Source: an optimization exercise on an open RTL-to-GDS flow (aim: small area and a short achievable clock period). Production flows keep margins and buffers that such runs may drop.
Function was checked by simulation only, so behaviour that the tests miss may differ from the original.
Power and IR drop assume default switching activity.

==> flow/design.v <==
`timescale 1ns / 1ps
module instruction_fetch_unit (
    input clk,
    input rst,
    output [31:0] pc
);
    reg [29:0] pc_word;
    always @(posedge clk or posedge rst) begin
        if (rst)
            pc_word <= 30'b0;
        else
            pc_word <= pc_word + 30'd1;
    end
    assign pc = {pc_word, 2'b00};
endmodule
`timescale 1ns / 1ps
module register_file_unit1(
    input         clk,
    input         rst,
    input  [4:0]  rs1,            
    input  [4:0]  rs2,            
    input  [31:1] sel1,           
    input  [31:1] sel2,           
    input  [4:0]  wr_rd,          
    input  [31:0] wr_data,
    output [31:0] data1,
    output [31:0] data2
);
    wire [31:0] and1 [1:31];
    wire [31:0] and2 [1:31];
    reg  [31:1] written;
    genvar g;
    generate
        for (g = 1; g < 32; g = g + 1) begin : xr
            reg [31:0] x;
            wire       we = (wr_rd == g);
            always @(posedge clk or posedge rst) begin
                if (rst)
                    written[g] <= 1'b0;
                else
                    written[g] <= written[g] | we;
            end
            always @(posedge clk)
                if (we)
                    x <= wr_data;
            assign and1[g] = {32{sel1[g] & written[g]}} & x;
            assign and2[g] = {32{sel2[g] & written[g]}} & x;
        end
    endgenerate
    wire unw1 = |(sel1 & ~written);
    wire unw2 = |(sel2 & ~written);
    reg [31:0] r1, r2;
    integer i;
    always @(*) begin
        r1 = {27'b0, {5{unw1}} & rs1};
        r2 = {27'b0, {5{unw2}} & rs2};
        for (i = 1; i < 32; i = i + 1) begin
            r1 = r1 | and1[i];
            r2 = r2 | and2[i];
        end
    end
    assign data1 = r1;
    assign data2 = r2;
endmodule
`timescale 1ns / 1ps
module control_unit1(
    input  [31:0] ins,
    output [5:0]  alu_sel,
    output        alu_inv,
    output        is_itype,
    output [4:0]  rd_w
);
    wire [6:0] opcode = ins[6:0];
    wire [2:0] funct3 = ins[14:12];
    wire [6:0] funct7 = ins[31:25];
    wire rtype = (opcode == 7'b0110011);
    wire itype = (opcode == 7'b0010011);
    wire alu   = rtype | itype;
    wire op_sub = rtype & (funct3 == 3'b000) & (funct7 == 7'b0100000);
    wire op_and = alu & (funct3 == 3'b111);
    wire op_or  = alu & (funct3 == 3'b110);
    wire op_xor = alu & (funct3 == 3'b100);
    wire op_slt = alu & (funct3 == 3'b010);
    wire op_add = ~(op_sub | op_and | op_or | op_xor | op_slt);
    assign alu_sel  = {op_slt, op_xor, op_or, op_and, op_sub, op_add};
    assign alu_inv  = op_sub | op_slt;
    assign is_itype = itype;
    assign rd_w     = alu ? ins[11:7] : 5'd0;
endmodule
`timescale 1ns / 1ps
module arithmetic_logic_unit1(
    input  [31:0] operand1,
    input  [31:0] operand2,
    input  [5:0]  alu_sel,
    output [31:0] alu_result
);
    wire [32:0] s = {1'b0, operand1} + {1'b0, operand2};
    wire ltu = s[32];
    assign alu_result = ({32{alu_sel[0]}} & s[31:0])
                      | ({32{alu_sel[1]}} & ~s[31:0])
                      | ({32{alu_sel[2]}} & (operand1 & operand2))
                      | ({32{alu_sel[3]}} & (operand1 | operand2))
                      | ({32{alu_sel[4]}} & (operand1 ^ operand2))
                      | {31'b0, alu_sel[5] & ltu};
endmodule
`timescale 1ns / 1ps
module top_module(
    input clk,
    input rst,
    input [31:0] ins_in,
    output [31:0] pc_out,
    output [31:0] ins_out,
    output [31:0] alu_result_out
);
    wire [31:0] pc;
    instruction_fetch_unit ifu(
        .clk(clk),
        .rst(rst),
        .pc(pc)
    );
    wire [5:0] alu_sel;
    wire       alu_inv;
    wire       is_itype;
    wire [4:0] rd_w;
    control_unit1 cu(
        .ins(ins_in),
        .alu_sel(alu_sel),
        .alu_inv(alu_inv),
        .is_itype(is_itype),
        .rd_w(rd_w)
    );
    wire [4:0] rs1 = ins_in[19:15];
    wire [4:0] rs2 = ins_in[24:20];
    wire [31:0] imm_i = {{20{ins_in[31]}}, ins_in[31:20]};
    reg [31:1] sel1, sel2;
    integer j;
    always @(*) begin
        for (j = 1; j < 32; j = j + 1) begin
            sel1[j] = (rs1 == j);
            sel2[j] = (rs2 == j);
        end
    end
    wire [31:0] op1_rd0 = {32{alu_inv}};
    wire [31:0] op1_rd1 = {32{~alu_inv}};
    wire [31:0] op2_rd0 = is_itype ? imm_i : 32'b0;
    wire [31:0] op2_rd1 = is_itype ? imm_i : 32'hffffffff;
    reg [31:0] ex_op1, ex_op2;
    reg [5:0]  ex_sel;
    reg [4:0]  ex_rd;
    reg [31:0] m_res;           
    reg [4:0]  m_rd;
    reg [31:0] wb_res;          
    reg [4:0]  wb_rd;
    wire [31:0] data1, data2;
    register_file_unit1 rfu(
        .clk(clk),
        .rst(rst),
        .rs1(rs1),
        .rs2(rs2),
        .sel1(sel1),
        .sel2(sel2),
        .wr_rd(wb_rd),
        .wr_data(wb_res),
        .data1(data1),
        .data2(data2)
    );
    wire [31:0] alu_out;
    arithmetic_logic_unit1 alu(
        .operand1(ex_op1),
        .operand2(ex_op2),
        .alu_sel(ex_sel),
        .alu_result(alu_out)
    );
    always @(posedge clk) begin
        ex_op1 <= op1_rd1 & data1 | op1_rd0 & ~data1;
        ex_op2 <= op2_rd1 & data2 | op2_rd0 & ~data2;
        wb_res <= m_res;
    end
    always @(posedge clk or posedge rst) begin
        if (rst) begin
            ex_sel <= 6'b0;
            ex_rd  <= 5'b0;
            m_res  <= 32'b0;
            m_rd   <= 5'b0;
            wb_rd  <= 5'b0;
        end else begin
            ex_sel <= alu_sel;
            ex_rd  <= rd_w;
            m_res  <= alu_out;
            m_rd   <= ex_rd;
            wb_rd  <= m_rd;
        end
    end
    assign pc_out         = pc;
    assign ins_out        = ins_in;
    assign alu_result_out = m_res;
endmodule
clock: 6.5 ns
lec_check: 0
cap_margin: 20
core_margin: 2
core_utilization: 40
cts_buf_list: sky130_fd_sc_hd__clkbuf_8 sky130_fd_sc_hd__clkbuf_16
cts_cluster_diameter: 80
cts_cluster_size: 24
setup_slack_margin: 3.6
slew_margin: 20
tns_end_percent: 10
standard.sh (not shown) runs the stock make flow with config.mk's settings and CLKGATE_MAP_FILE= SYNTH_SCRIPT=/design/flow/synth_recipe.tcl, a recipe that flattens the netlist after the stock synthesis.
==> flow/flow/run.sh <==
#!/bin/bash
# Layout flow: the standard layout (standard.sh: ORFS synthesis through finish,
# unchanged), with two changes to how cells are chosen:
#  - the port buffers that buffer_ports inserts on every input and output are
#    sky130_fd_sc_hd__buf_2 instead of the default delay-buffer cell;
#  - clock tree synthesis runs without dummy load cells (the clock buffers, cluster
#    size and diameter are the ones in config.mk).
# The make output goes to flow_make.log in this folder; ORFS keeps each step's own
# log under orfs/logs/.
set -euo pipefail
cd "$(dirname "$0")/.."
CTS="-sink_clustering_enable -repair_clock_nets -dont_use_dummy_load"
CTS="$CTS -buf_list {sky130_fd_sc_hd__clkbuf_8 sky130_fd_sc_hd__clkbuf_16}"
CTS="$CTS -sink_clustering_size 24 -sink_clustering_max_diameter 80"
bash standard.sh "BUFFER_PORTS_ARGS=-buffer_cell sky130_fd_sc_hd__buf_2" \
  "CTS_ARGS=$CTS" finish > flow_make.log 2>&1
Rerun with:
==> flow/flow/run.sh (replaced) <==
#!/bin/bash
# Layout flow: the standard layout (standard.sh: ORFS synthesis through finish,
# unchanged), except that the port buffers that buffer_ports inserts on every input
# and output are sky130_fd_sc_hd__buf_2 instead of the default delay-buffer cell.
# The make output goes to flow_make.log in this folder; ORFS keeps each step's own
# log under orfs/logs/.
set -euo pipefail
cd "$(dirname "$0")/.."
bash standard.sh "BUFFER_PORTS_ARGS=-buffer_cell sky130_fd_sc_hd__buf_2" finish > flow_make.log 2>&1
After rerunning: The changed run ran to the end with no violations; design area is higher slightly; global-route usage shrinks by 0.11 points; synthesized cell count is unchanged; hold slack is about the same; die area is unchanged; core utilization rose by 0.26 points; clock skew fell by 0.014 ns; routed wire length drops slightly; fmax grows by a few percent; total power is higher by a few percent.

[separate check: timing with driven ports]
How much do the figures lean on ideal ports? The routed layouts below were timed once more, with nothing changed but the port constraints. Step 1 assumes that a clkbuf_16 drives the clock port and a buf_2 every other input. Step 2, shift: input delay + t, output delay - t, t = (earliest + latest rising clock arrival at the registers) / 2. This alone moves slack from input paths to output paths. Three values: no drivers, after step 1, after step 2; two values: the first two.
run	t, ns	setup WS [ns]	slew at the worst register clock pin (ns)
the first run	0.770	3.216 / 3.265 / 2.494	0.10 / 0.10
the second run	0.792	3.394 / 3.374 / 2.639	0.10 / 0.10
After both steps every run listed still meets setup and hold. For the second run, which loses most, drivers alone change the setup slack by -0.020 ns; drivers and shift together by -0.755 ns.
